Source: an optimization exercise on an open RTL-to-GDS flow (aim: small area, a short achievable clock period and few clock cycles per item). Production flows keep margins and buffers that such runs may drop. The RTL was checked by simulation tests, not by an equivalence proof against the original design. Power and IR drop assume default switching activity.

Design onp_calc, start of the top module:
module onp_calc(
    input clk,
    input rst,
    input [3:0] in_data,
    input wr_data,
    output [31:0] result,
    output result_ready
    );
Size: about 850 cells after synthesis, ~140 flip-flops, about 40 I/O pins, about 7500 sq um of cells after synthesis.
Settings: LEC_CHECK=0, CAP_MARGIN=20, CORE_MARGIN=2, CORE_UTILIZATION=40, CTS_BUF_LIST=sky130_fd_sc_hd__clkbuf_8, CTS_CLUSTER_DIAMETER=150, CTS_CLUSTER_SIZE=30, SLEW_MARGIN=20; clock period 9.0 ns.
standard.sh (not shown) runs the stock make flow with config.mk's settings and CLKGATE_MAP_FILE= SYNTH_SCRIPT=/design/flow/synth_recipe.tcl, a recipe that flattens the netlist after the stock synthesis.
==> flow/flow/run.sh <==
#!/bin/bash
set -euo pipefail
MARGIN=6.0
bash standard.sh synth > synth.log 2>&1
bash standard.sh SETUP_SLACK_MARGIN=$MARGIN "BUFFER_PORTS_ARGS=-buffer_cell sky130_fd_sc_hd__buf_2" finish > layout.log 2>&1
The baseline completed with no timing, DRC or antenna violations.
Testbench counts at the start, summed over its fixed seeds: cycles 30,450, exprs 2,400.
Then changed:
- CTS_CLUSTER_DIAMETER: 150 -> not set
- CTS_CLUSTER_SIZE: 30 -> not set
Effect: Synthesized area is unchanged; final cell count does not change; maximum frequency stays the same; global-route usage is unchanged.
Then changed:
- PLACE_DENSITY: not set -> 0.75
The changed run ran to the end with no violations.
Power falls by about 3.7%.
Synthesized area stays the same.
Clock power falls by 10%.
Setup slack degrades by 0.033 ns.
Die area does not change.
Combinational power is about the same.
Sequential power is about the same.
Non-clock buffer count is unchanged.
Maximum frequency falls by 1.1%.
Synthesized cell count does not change.
Then changed:
- CORE_UTILIZATION: 40 -> 70
- CTS_BUF_LIST: sky130_fd_sc_hd__clkbuf_8 -> not set
- PLACE_DENSITY: 0.75 -> not set
Sequential share of layout area is lower by 1.0 points.
Area after synthesis is unchanged.
Final area climbs by 2.8%.
Maximum frequency hardly moves.
Register-to-register slack stays flat.
Routed wire length came out higher by about 6.6%.
Setup slack stays flat.
Sequential cell count stays the same.
Non-clock buffer count came out higher by 6.
Power is higher by 20%.
Then changed:
==> flow/flow/run.sh (replaced) <==
#!/bin/bash
set -euo pipefail
MARGIN=6.0
bash standard.sh synth > synth.log 2>&1
bash standard.sh SETUP_SLACK_MARGIN=$MARGIN "BUFFER_PORTS_ARGS=-buffer_cell sky130_fd_sc_hd__buf_1" finish > layout.log 2>&1
- CORE_UTILIZATION: 70 -> 40
- CTS_BUF_LIST: not set -> sky130_fd_sc_hd__clkbuf_8
Final area shrinks by 3.0%.
Combinational power went down by about 9%.
Area after synthesis is unchanged.
Maximum frequency increases by about 0.46%.
Total power went down by about 15%.
Synthesized cell count is unchanged.
Sequential cell count stays the same.
Wire length went down by about 5%.
Global-route usage drops by 17 points.
Sequential power barely changes.
Final cell count came out higher by 9.6%.
Then changed:
==> flow/flow/run.sh (replaced) <==
#!/bin/bash
set -euo pipefail
MARGIN=6.0
bash standard.sh synth > synth.log 2>&1
bash standard.sh SETUP_SLACK_MARGIN=$MARGIN "BUFFER_PORTS_ARGS=-buffer_cell sky130_fd_sc_hd__buf_2" finish > layout.log 2>&1
- CTS_BUF_LIST: sky130_fd_sc_hd__clkbuf_8 -> sky130_fd_sc_hd__clkbuf_4 sky130_fd_sc_hd__clkbuf_8
The changed run went through all stages and came out clean.
Total power grows by 2.1%.
Sequential power stays flat.
Global-route usage grows by 0.29 points.
Synthesized area stays the same.
Via count is about the same.
Flip-flop and latch count does not change.
Setup slack is better by 0.017 ns.
Core utilization grows by 0.38 points.
Non-clock buffer count shrinks by 3.
Cell count shrinks by about 0.36%.
Final area grows by about 0.8%.

---

Starting RTL as in the previous note.
==> flow/config.mk <==
export PLATFORM = sky130hd
export DESIGN_NAME = onp_calc
export DESIGN_NICKNAME = onp_calc
export VERILOG_FILES = /design/flow/design.v
export SDC_FILE = /design/flow/constraint.sdc
export NUM_CORES = 4
export LEC_CHECK = 0
export CAP_MARGIN = 20
export CORE_MARGIN = 2
export CORE_UTILIZATION = 40
export CTS_BUF_LIST = sky130_fd_sc_hd__clkbuf_8
export SLEW_MARGIN = 20
==> flow/constraint.sdc <==
create_clock -name core_clock -period 9.0 [get_ports {clk}]
set_input_delay 1.8000 -clock core_clock [delete_from_list [all_inputs] [get_ports {clk}]]
set_output_delay 1.8000 -clock core_clock [all_outputs]
set_load 0.01 [all_outputs]
==> flow/flow/run.sh <==
#!/bin/bash
set -euo pipefail
MARGIN=6.2
bash standard.sh synth > synth.log 2>&1
bash standard.sh SETUP_SLACK_MARGIN=$MARGIN "BUFFER_PORTS_ARGS=-buffer_cell sky130_fd_sc_hd__buf_2" finish > layout.log 2>&1
The starting point finished with timing, DRC and antenna clean.
Testbench counts at the start, summed over its fixed seeds: cycles 30,450, exprs 2,400.
Rerun with:
--- a/flow/flow/run.sh
+++ b/flow/flow/run.sh
@@ -2,3 +2,3 @@
 set -euo pipefail
-MARGIN=6.2
+MARGIN=6.0
 bash standard.sh synth > synth.log 2>&1
Settings changed: CTS_CLUSTER_DIAMETER set to 100, CTS_CLUSTER_SIZE set to 20.
The changed run went through all stages and came out clean. Design area fell by 8.5%. Count of clock-buffer cells in the layout stays the same. Area after synthesis does not change. Total power came out lower by 3.0%. Sequential power is higher by about 2%. Fmax went down by 0.57%.
Rerun with:
--- a/flow/flow/run.sh
+++ b/flow/flow/run.sh
@@ -2,3 +2,3 @@
 set -euo pipefail
-MARGIN=6.0
+MARGIN=${MARGIN:-6.0}
 bash standard.sh synth > synth.log 2>&1
Settings changed: CTS_BUF_LIST sky130_fd_sc_hd__clkbuf_8 to not set, CTS_CLUSTER_DIAMETER 100 to not set, CTS_CLUSTER_SIZE 20 to not set.
What happened: Final cell count hardly moves; final area rose by 1.7%; clock-buffer cell count climbs by 3; hold slack barely changes; area after synthesis is unchanged; non-clock buffer count went down by 1; utilization increases by 0.77 points.
Rerun with:
--- a/flow/flow/run.sh
+++ b/flow/flow/run.sh
@@ -2,3 +2,3 @@
 set -euo pipefail
-MARGIN=${MARGIN:-6.0}
+MARGIN=5.8
 bash standard.sh synth > synth.log 2>&1
Settings changed: CTS_BUF_LIST set to sky130_fd_sc_hd__clkbuf_8.
Result:
- fmax shrinks by 1.7%
- first-iteration DRC count went down by 13%
- global-route usage drops by 0.27 points

---

== amber ==
onp_calc, a different RTL version from the one above (not shown whole).
Size in the first run: about 790 cells after synthesis, about 7200 sq um of cells after synthesis.
Settings: LEC_CHECK=0, CAP_MARGIN=20, CORE_MARGIN=2, CORE_UTILIZATION=40, CTS_BUF_LIST=sky130_fd_sc_hd__clkbuf_8, PLACE_DENSITY=0.5, SLEW_MARGIN=20; clock period 9.0 ns.
==> flow/flow/run.sh <==
#!/bin/bash
set -euo pipefail
MARGIN=6.0
bash standard.sh synth > synth.log 2>&1
bash standard.sh SETUP_SLACK_MARGIN=$MARGIN "BUFFER_PORTS_ARGS=-buffer_cell sky130_fd_sc_hd__buf_1" finish > layout.log 2>&1
Testbench counts of amber, summed over its fixed seeds: cycles 30,450, exprs 2,400.
Modified inputs, fjord compared to amber
Settings: PLACE_DENSITY removed (was 0.5).
--- a/flow/flow/run.sh
+++ b/flow/flow/run.sh
@@ -2,3 +2,3 @@
 set -euo pipefail
-MARGIN=6.0
+MARGIN=6.1
 bash standard.sh synth > synth.log 2>&1
Results
Diff amber -> fjord: via count has remained practically unchanged, number of buffers added by the clock tree synthesis step ~0 delta, clock network power share decreased by 2.8 points relative to the old numbers, setup slack up 0.069 ns, average wire length per cell after detail routing shows a reduction of about 7%.
Modified inputs, pepper compared to fjord
Settings: CTS_BUF_LIST now sky130_fd_sc_hd__clkbuf_4, was sky130_fd_sc_hd__clkbuf_8; CORE_UTILIZATION now 70, was 40.
--- a/flow/flow/run.sh
+++ b/flow/flow/run.sh
@@ -2,3 +2,3 @@
 set -euo pipefail
-MARGIN=6.1
+MARGIN=6.0
 bash standard.sh synth > synth.log 2>&1
## What came out
Diff fjord -> pepper: overall routing resource usage shows an increase of 15 points, total net switching power shows a reduction of 0.000014 W, die extent in y shows a reduction of 24%, met3 wirelength from detailed routing shows an increase of about 80%. Looking at non-clock buffer count across fjord and pepper, the one that comes out higher is fjord. Looking only at total wirelength of the detailed-routed design, and setting everything else aside, the lower value of fjord and pepper goes to pepper.
Edits applied to the flow inputs when going from pepper to yarrow:
Settings: changing CORE_UTILIZATION from 70 to 40; changing CTS_BUF_LIST from sky130_fd_sc_hd__clkbuf_4 to sky130_fd_sc_hd__clkbuf_8.
--- a/flow/flow/run.sh
+++ b/flow/flow/run.sh
@@ -2,3 +2,3 @@
 set -euo pipefail
-MARGIN=6.0
+MARGIN=5.9
 bash standard.sh synth > synth.log 2>&1
### Flow results
yarrow vs. pepper: share of layout cells above drive strength 1 went down by 3.4 points. yarrow reports its slowest library cell on the worst path as dfxtp_1 while pepper reports dfxtp_2. Going from pepper to yarrow, minimum clock period after layout +0.080 ns; critical-path maximum fanout +1; total power +0.000036 W; synthesized area per cell ~0 delta. There was hardly any difference in total routed wirelength between pepper and yarrow. Measured against each other, yarrow and pepper differ in cell area, the lower figure coming from pepper. yarrow packs its core looser than pepper. yarrow has count of clock-buffer cells in the layout below what pepper had. Of the two values seen for highest-utilization routing layer at the global route stage, met1 was produced by yarrow and met2 by pepper. NOTE instance area at placement pepper->yarrow increased slightly.
Changes in juniper relative to yarrow:
Settings: ABC_AREA now 1, previously not set.
--- a/flow/flow/run.sh
+++ b/flow/flow/run.sh
@@ -2,3 +2,3 @@
 set -euo pipefail
-MARGIN=5.9
+MARGIN=6.3
 bash standard.sh synth > synth.log 2>&1
- Going from yarrow to juniper, cell count after synthesis grew by more than a quarter.
- Diff yarrow -> juniper: net switching fraction of the power saw a decrease; post-CTS setup buffer count saw an increase; via count saw an increase; first-pass GRT wire length saw an increase; final instance area saw an increase.
- | share of the cycle needed by the critical path after routing | juniper vs yarrow | 2.7 points lower |
- The run showing the smaller proportion of power drawn by the clock network is yarrow.

## afterwards: timing with drivers on the ports
In the flow no input, the clock included, has a driving cell. The finished layouts below were timed again as built, in two steps. Step 1 (the two cells are an assumption about what drives the block):
set clk [get_ports {clk}]
set_driving_cell -lib_cell sky130_fd_sc_hd__clkbuf_16 $clk
set_driving_cell -lib_cell sky130_fd_sc_hd__buf_2 [delete_from_list [all_inputs] $clk]
Step 2 adds t to the input delays and takes it off the output delays; t is the mean of the earliest and latest rising clock arrival at the registers after step 1. Input paths then give back, and output paths get back, about the clock's delay inside the block. a / b / c = ideal / step 1 / step 2; a / b = the first two.
run | t (ns) | setup slack, ns | worst hold slack (ns)
the first run of note 1 | 0.498 | 6.075 / 6.035 / 6.090 | 0.406 / 0.406 / 0.406
the second run of note 1 | 0.498 | 6.075 / 6.035 / 6.090 | 0.406 / 0.406 / 0.406
the third run of note 1 | 0.489 | 6.042 / 6.001 / 6.067 | 0.403 / 0.403 / 0.403
the fourth run of note 1 | 0.579 | 6.040 / 6.003 / 6.057 | 0.406 / 0.406 / 0.406
the fifth run of note 1 | 0.502 | 6.054 / 6.014 / 6.065 | 0.408 / 0.408 / 0.408
the sixth run of note 1 | 0.498 | 6.071 / 6.032 / 6.090 | 0.406 / 0.406 / 0.406
the first run of note 2 | 0.512 | 6.091 / 6.082 / 6.091 | 0.404 / 0.404 / 0.404
the second run of note 2 | 0.498 | 6.075 / 6.035 / 6.090 | 0.406 / 0.406 / 0.406
the third run of note 2 | 0.472 | 6.031 / 5.988 / 6.072 | 0.404 / 0.404 / 0.404
the fourth run of note 2 | 0.502 | 5.981 / 5.942 / 5.995 | 0.399 / 0.399 / 0.399
amber | 0.486 | 6.044 / 6.006 / 6.042 | 0.389 / 0.389 / 0.389
fjord | 0.496 | 6.112 / 6.099 / 6.015 | 0.401 / 0.401 / 0.401
pepper | 0.575 | 6.060 / 6.025 / 6.076 | 0.387 / 0.387 / 0.387
yarrow | 0.488 | 5.979 / 5.941 / 6.013 | 0.402 / 0.402 / 0.402
juniper | 0.487 | 6.223 / 6.185 / 5.988 | 0.374 / 0.374 / 0.374
After both steps every run listed still meets setup and hold. The setup slack of juniper, which loses most, moves by -0.038 ns with the drivers and by -0.235 ns with both steps.
